From an optimization exercise on the open Yosys and OpenROAD flow, aimed at small area, a short achievable clock period and few clock cycles; shortcuts taken in it are not production practice.
RTL that was checked went through simulation tests only; none was proved equivalent to the original.

Setup of S:
// lab9
module lab9(x,y,z,clk,reset,start,done);
input [7:0]x,y;
input clk,reset;
input start;
output [7:0]z;
output done;
reg [7:0] a, b;
reg busy;
wire [7:0] o = a | b;
wire [7:0] lo = {|o[6:0], |o[5:0], |o[4:0], |o[3:0], |o[2:0], |o[1:0], o[0], 1'b0};
wire a_odd = |(a & ~lo);
wire b_odd = |(b & ~lo);
wire [7:0] pr = ~(a ^ b);                 
wire [7:0] g = a & ~b;
wire [7:0] t = a | ~b;
wire [7:0] G, T;
wire g10 = g[1] | (t[1] & g[0]),  t10 = t[1] & t[0];
wire g32 = g[3] | (t[3] & g[2]),  t32 = t[3] & t[2];
wire g54 = g[5] | (t[5] & g[4]),  t54 = t[5] & t[4];
wire g76 = g[7] | (t[7] & g[6]),  t76 = t[7] & t[6];
wire g20 = g[2] | (t[2] & g10),   t20 = t[2] & t10;
wire g30 = g32 | (t32 & g10),     t30 = t32 & t10;
wire g64 = g[6] | (t[6] & g54),   t64 = t[6] & t54;
wire g74 = g76 | (t76 & g54),     t74 = t76 & t54;
assign G[0] = g[0];              assign T[0] = t[0];
assign G[1] = g10;               assign T[1] = t10;
assign G[2] = g20;               assign T[2] = t20;
assign G[3] = g30;               assign T[3] = t30;
assign G[4] = g[4] | (t[4] & g30); assign T[4] = t[4] & t30;
assign G[5] = g54 | (t54 & g30);   assign T[5] = t54 & t30;
assign G[6] = g64 | (t64 & g30);   assign T[6] = t64 & t30;
assign G[7] = g74 | (t74 & g30);   assign T[7] = t74 & t30;
wire [7:0] c  = {G[6:0], 1'b0};           
wire [7:0] c1 = {G[6:0] | T[6:0], 1'b1};  
wire [7:0] dab = pr ^ c1;                 
wire [7:0] dba = ~(pr ^ c);               
wire a_ge = G[7] | T[7];                  
wire fin = &pr | ~|a | ~|b;
assign done = busy & fin;
assign z = o;
always @(posedge clk) begin
	if (reset)
		busy <= 1'b0;
	else if (start)
		busy <= 1'b1;
	else if (fin)
		busy <= 1'b0;
end
  ...
Size in the first run: roughly 210 cells after synthesis, ~17 flip-flops, ~28 I/O pins.
==> flow/config.mk <==
export PLATFORM = sky130hd
export DESIGN_NAME = lab9
export DESIGN_NICKNAME = lab9
export VERILOG_FILES = /design/flow/design.v
export SDC_FILE = /design/flow/constraint.sdc
export NUM_CORES = 4
export LEC_CHECK = 0
export CAP_MARGIN = 20
export CORE_MARGIN = 2
export CORE_UTILIZATION = 40
export SETUP_SLACK_MARGIN = 2.5
export SLEW_MARGIN = 20
==> flow/constraint.sdc <==
create_clock -name core_clock -period 5.0 [get_ports {clk}]
set_input_delay 1.0000 -clock core_clock [delete_from_list [all_inputs] [get_ports {clk}]]
set_output_delay 1.0000 -clock core_clock [all_outputs]
set_load 0.01 [all_outputs]
run.sh (not shown) runs the stock make flow with config.mk's settings and CLKGATE_MAP_FILE= SYNTH_SCRIPT=/design/flow/synth_recipe.tcl, a recipe that flattens the netlist after the stock synthesis.
diff inputs: S => P
==> flow/flow/run.sh (new file) <==
#!/bin/bash
# The standard layout, with the smallest buffer on every input and output port
# instead of the one buffer_ports picks by default.
set -euo pipefail
bash standard.sh "BUFFER_PORTS_ARGS=-buffer_cell sky130_fd_sc_hd__buf_1" finish > standard.log 2>&1
==> flow/standard.sh (new file) <==
#!/bin/bash
# synth_recipe.tcl (not shown) runs the flow's synth.tcl, then flattens the netlist and writes it again
# the make line also repeats each setting of config.mk as NAME=value (left out here)
make -C /OpenROAD-flow-scripts/flow DESIGN_CONFIG=/design/flow/config.mk WORK_HOME=/design/flow/orfs CLKGATE_MAP_FILE= SYNTH_SCRIPT=/design/flow/synth_recipe.tcl "${@:-finish}"
removed: flow/run.sh
==> comparison <==
- Global-route wire length before repair | P above S
- Sequential share of layout area is higher on P
- Compared to S, P has via count 1.2% lower.
- Against S, P comes in 10 lower on final cell count.
- Comparing P and S, the higher global-route usage is on P.
- Relative to S, routed via count divided by cell count has increased by 1.8% in P.
- Slew at the pin with the worst max-slew slack for P: 0.012 ns down relative to S
No run of this note included a check of the RTL's function; only the layout flow was run.


Another version of the RTL of lab9 (not shown whole).
Size in the first run: about 170 cells after synthesis, roughly 17 flip-flops, about 28 I/O pins, roughly 0.0016 mm² of cells after synthesis.
Settings: LEC_CHECK=0, CAP_MARGIN=20, CORE_MARGIN=2, CORE_UTILIZATION=40, SETUP_SLACK_MARGIN=3.0, SLEW_MARGIN=20; clock period 5.0 ns.
Stock flow here: none of the scripts above is used.
Then changed:
--- a/flow/config.mk
+++ b/flow/config.mk
@@ -11 +11 @@
-export SETUP_SLACK_MARGIN = 3.0
+export SETUP_SLACK_MARGIN = 2.5
The changed run finished with timing, DRC and antenna clean.
Worst setup slack gets better by 0.10 ns.
Global-route usage decreases by 2.9 points.
Non-clock buffer count went down by 26.
No run of this note included a check of the RTL's function; only the layout flow was run.


lab9, a different RTL version from the one above (not shown whole).
Settings: LEC_CHECK=0, CAP_MARGIN=20, CORE_MARGIN=2, CORE_UTILIZATION=40, PLACE_DENSITY=0.85, SETUP_SLACK_MARGIN=2.0, SLEW_MARGIN=20; clock period 5.0 ns.
standard.sh (not shown) runs the stock make flow with config.mk's settings and CLKGATE_MAP_FILE= SYNTH_SCRIPT=/design/flow/synth_recipe.tcl, a recipe that flattens the netlist after the stock synthesis.
==> flow/flow/run.sh <==
#!/bin/bash
# The standard layout, with the smallest buffer on every input and output port
# instead of the one buffer_ports picks by default.
set -euo pipefail
bash standard.sh "BUFFER_PORTS_ARGS=-buffer_cell sky130_fd_sc_hd__buf_1" finish > standard.log 2>&1
Testbench counts at the start, summed over its fixed seeds: cycles 24,549.
==> next run, changes <==
CORE_UTILIZATION = 65   (was 40)
PLACE_DENSITY = unset   (was 0.85)
Die area fell by 36%.
Design area goes down by 1.3%.
Clock-buffer cell count went up by 1.
Sequential cell count is unchanged.
Clock skew rises by 0.0038 ns.
Via count goes up by 0.51%.
Hold slack gains 0.012 ns.
Wire length drops by 1.4%.
==> next run, changes <==
CORE_UTILIZATION = 40   (was 65)
Outcome: The changed run completed without violations. Cell area goes up by 0.52%. Routed wire length is lower by 1.2%. Critical path depth came out higher by 3. Clock skew is about the same. Synthesized cell count is unchanged. Synthesized area does not change. Die area rose by 57%.


== oak ==
lab9, a different RTL version from the one above (not shown whole).
For scale: roughly 240 cells after synthesis, about 28 I/O pins.
export LEC_CHECK = 0
export CAP_MARGIN = 20
export CORE_MARGIN = 2
export CORE_UTILIZATION = 40
export SETUP_SLACK_MARGIN = 1.5
export SLEW_MARGIN = 20
create_clock -name core_clock -period 5.0 [get_ports {clk}]
Scripts as last shown in full above: flow/flow/run.sh
Testbench counts of oak, summed over its fixed seeds: cycles 24,549.
> inputs changed (oak -> pine)
- SETUP_SLACK_MARGIN changed from 1.5 to 2.0
==> comparison <==
On wire length of the first global-routing pass, oak and pine are neck and neck.
Going from oak to pine, final area saw an increase; average routed wire per standard cell went down about 0.46%.
Number of inserted filler cells in the final layout: higher on oak
Against oak, pine comes in 0.32% higher on count of placed standard cells in the final layout, fillers left out.
Diff pine..oak | routed wire length | negligible
There was hardly any difference in clock skew between oak and pine.


lab9, a different RTL version from the one above (not shown whole).
For scale: roughly 320 cells after synthesis, ~18 flip-flops, about 28 I/O pins, ~2000 µm² of cells after synthesis.
export LEC_CHECK = 0
export ABC_AREA = 1
export CAP_MARGIN = 20
export CORE_MARGIN = 2
export CORE_UTILIZATION = 40
export CTS_BUF_LIST = sky130_fd_sc_hd__clkbuf_4
export SETUP_SLACK_MARGIN = 2.7
export SLEW_MARGIN = 20
create_clock -name core_clock -period 5.0 [get_ports {clk}]
Scripts as last shown in full above: flow/flow/run.sh
Testbench counts at the start, summed over its fixed seeds: cycles 25,276.
Next try:
Settings changed: CORE_UTILIZATION 40 to 60, SETUP_SLACK_MARGIN 2.7 to 2.8.
After rerunning: Worst setup slack gains 0.058 ns; core utilization is higher by 26 points; maximum frequency is higher by a few percent; non-clock buffer count is higher by 2; first-iteration DRC count is higher by roughly a tenth; register-to-register slack gains 0.07 ns; via count is higher by a few percent; critical path depth is lower by 5; routed wire length is lower by a few percent; synthesized area does not change.
Next try:
Settings changed: CORE_UTILIZATION 60 to 40, GPL_TIMING_DRIVEN set to 1.
Outcome: Final cell count climbs by a few percent; wire length climbs by a few percent; design area climbs slightly.
Next try:
Settings changed: CTS_BUF_LIST sky130_fd_sc_hd__clkbuf_4 to unset, GPL_TIMING_DRIVEN 1 to unset, SETUP_SLACK_MARGIN 2.8 to 2.9.
After rerunning:
- The new run completed with no timing, DRC or antenna violations
- sequential share of layout area goes down by 0.91 points
- non-clock buffer count goes up by 7
- area after synthesis does not change
Next try:
==> flow/flow/run.sh (replaced) <==
#!/bin/bash
# The standard layout with two changes:
# - synthesis maps with the ABC script flow/abc_area.script (ABC_AREA is 1),
#   from a copy of ORFS's scripts folder, and without Yosys's extract_fa
#   (ADDER_MAP_FILE empty), so ABC maps the adder logic too;
# - the smallest buffer on every input and output port.
set -euo pipefail
rm -rf scripts
cp -r "$FLOW_HOME/scripts" scripts
cp flow/abc_area.script scripts/abc_area.script
bash standard.sh "SCRIPTS_DIR=$PWD/scripts" "ADDER_MAP_FILE=" \
  "BUFFER_PORTS_ARGS=-buffer_cell sky130_fd_sc_hd__buf_1" finish > standard.log 2>&1
==> flow/flow/abc_area.script (new file) <==
strash
dch -f
map -D 1600
topo
stime -c
Settings changed: CTS_BUF_LIST set to sky130_fd_sc_hd__clkbuf_4, SETUP_SLACK_MARGIN 2.9 to 2.8.
Outcome: The new run completed with no timing, DRC or antenna violations. Synthesized area drops by a quarter to a third. Cell count drops by about a fifth. Setup slack loses 0.39 ns. Global-route usage climbs by 5.8 points. Maximum frequency drops by about a fifth. Worst hold slack gains 0.0074 ns. Design area drops by roughly a tenth. Register-to-register slack loses 0.39 ns.


== main ==
The RTL this note starts from:
==> flow/design.v <==
module lab9(x,y,z,clk,reset,start,done);
input [7:0]x,y;
input clk,reset;
input start;
output [7:0]z;
output reg done;
reg [7:0] a, b;
reg busy;
wire [7:0] o = a | b;
wire [7:0] lo = {|o[6:0], |o[5:0], |o[4:0], |o[3:0], |o[2:0], |o[1:0], o[0], 1'b0};
wire [7:0] m0 = ~lo;                      
wire [7:0] m1 = lo & ~{lo[6:0], 1'b0};       
wire a_odd = |(a & m0);
wire b_odd = |(b & m0);
wire d_2 = ~|((a ^ b) & m1);              
wire [6:0] u = a[7:1], v = b[7:1];
wire [6:0] pr = ~(u ^ v);                 
wire [6:0] g = u & ~v;
wire [6:0] t = u | ~v;
wire [6:0] G, T;
wire g10 = g[1] | (t[1] & g[0]),  t10 = t[1] & t[0];
wire g32 = g[3] | (t[3] & g[2]),  t32 = t[3] & t[2];
wire g54 = g[5] | (t[5] & g[4]),  t54 = t[5] & t[4];
wire g20 = g[2] | (t[2] & g10),   t20 = t[2] & t10;
wire g30 = g32 | (t32 & g10),     t30 = t32 & t10;
wire g64 = g[6] | (t[6] & g54),   t64 = t[6] & t54;
assign G[0] = g[0];              assign T[0] = t[0];
assign G[1] = g10;               assign T[1] = t10;
assign G[2] = g20;               assign T[2] = t20;
assign G[3] = g30;               assign T[3] = t30;
assign G[4] = g[4] | (t[4] & g30); assign T[4] = t[4] & t30;
assign G[5] = g54 | (t54 & g30);   assign T[5] = t54 & t30;
assign G[6] = g64 | (t64 & g30);   assign T[6] = t64 & t30;
wire [6:0] c  = {G[5:0], 1'b0};           
wire [6:0] c1 = {G[5:0] | T[5:0], 1'b1};  
wire [6:0] dab = pr ^ c1;                 
wire [6:0] dba = ~(pr ^ c);               
wire a_ge = G[6] | T[6];                  
wire fin = (a == b) | ~|a | ~|b;
assign z = o;
always @(posedge clk) begin
	if (reset) begin
		busy <= 1'b0;
		done <= 1'b0;
	end else begin
		done <= busy & fin & ~start;
		if (start)
			busy <= 1'b1;
		else if (fin)
			busy <= 1'b0;
	end
end
wire sh_a  = ~start & ~a_odd;             
wire sh_b  = ~start & a_odd & ~b_odd;     
wire sub   = ~start & a_odd & b_odd;      
wire [7:0] dsel = a_ge ? (d_2 ? dab[6:1] : dab) : (d_2 ? dba[6:1] : dba);
wire [7:0] a_nx = ({8{start}} & x) | ({8{sh_a}} & (a >> 1)) | ({8{sub}} & dsel) | ({8{sh_b}} & a);
wire [7:0] b_nx = ({8{start}} & y) | ({8{sh_b}} & (b >> 1)) | ({8{sub & ~a_ge}} & a)
                | ({8{sh_a | (sub & a_ge)}} & b);
always @(posedge clk) begin
	a <= a_nx;
	b <= b_nx;
end
endmodule
clock: 5.0 ns
lec_check: 0
cap_margin: 20
core_margin: 2
core_utilization: 40
setup_slack_margin: 3.0
slew_margin: 20
==> flow/flow/run.sh <==
#!/bin/bash
# The standard layout, with the smallest buffer on every input and output port
# instead of the one buffer_ports picks by default.
set -euo pipefail
bash standard.sh "BUFFER_PORTS_ARGS=-buffer_cell sky130_fd_sc_hd__buf_1" finish > standard.log 2>&1
[inputs] the feature branch vs main
- swapping 3.0 for 2.5 in SETUP_SLACK_MARGIN
Summary of the feature branch over main: number of instances on the worst hold path was more or less identical; first-pass GRT wire length lower.
The run with more routed wire is main, not the feature branch.
The lower final critical-path required period of main and the feature branch is in the feature branch.
Taking main as the reference, in the feature branch fraction of standard cell area that is sequential shows an increase of 2.7 points, final weighted congestion of routability-driven global placement saw an increase.
No run of this note included a check of the RTL's function; only the layout flow was run.

-- what the ideal ports hide --
Ports are ideal in the flow. The routed layouts listed here were re-timed in OpenROAD. Step 1 sets driving cells, clkbuf_16 on the clock port and buf_2 on the other inputs (assumed; they add their load-dependent delay and slew). Step 2, shift: input delay + t, output delay - t, t = (earliest + latest rising clock arrival at the registers) / 2. This alone moves slack from input paths to output paths. Slacks: ideal ports / drivers / drivers and shift; pairs: ideal ports / drivers.
run | t (ns) | setup slack, ns | worst setup path after step 2 | worst data-port slew with drivers (ns) | pins driven straight from the clock port
S | 0.267 | 2.261 / 2.241 / 2.270 | register to register | 0.04 | 1
P | 0.268 | 2.216 / 2.194 / 2.219 | register to register | 0.03 | 1
the first run of note 2 | 0.279 | 0.858 / 0.858 / 0.858 | register to register | 0.04 | 1
the second run of note 2 | 0.281 | 0.963 / 0.963 / 0.963 | register to register | 0.03 | 1
the first run of note 3 | 0.282 | 2.038 / 2.016 / 2.190 | register to register | 0.03 | 1
the second run of note 3 | 0.330 | 2.073 / 2.053 / 2.234 | register to register | 0.03 | 1
the third run of note 3 | 0.281 | 2.122 / 2.099 / 2.122 | register to register | 0.03 | 1
oak | 0.275 | 1.884 / 1.879 / 1.884 | register to register | 0.03 | 1
pine | 0.275 | 2.054 / 2.028 / 2.137 | register to register | 0.03 | 1
the first run of note 5 | 0.315 | 2.888 / 2.888 / 2.658 | input to register | 0.03 | 1
the second run of note 5 | 0.309 | 2.946 / 2.932 / 2.623 | input to register | 0.03 | 1
the third run of note 5 | 0.323 | 2.939 / 2.939 / 2.657 | input to register | 0.03 | 1
the fourth run of note 5 | 0.280 | 3.048 / 3.048 / 2.776 | input to register | 0.03 | 1
the fifth run of note 5 | 0.301 | 2.654 / 2.654 / 2.628 | input to register | 0.03 | 1
main | 0.276 | 2.503 / 2.503 / 2.287 | input to register | 0.03 | 1
the feature branch | 0.275 | 2.564 / 2.564 / 2.334 | input to register | 0.03 | 1
After both steps every run listed still meets setup and hold. The setup slack of the second run of note 5, which loses most, moves by -0.014 ns with the drivers and by -0.323 ns with both steps.
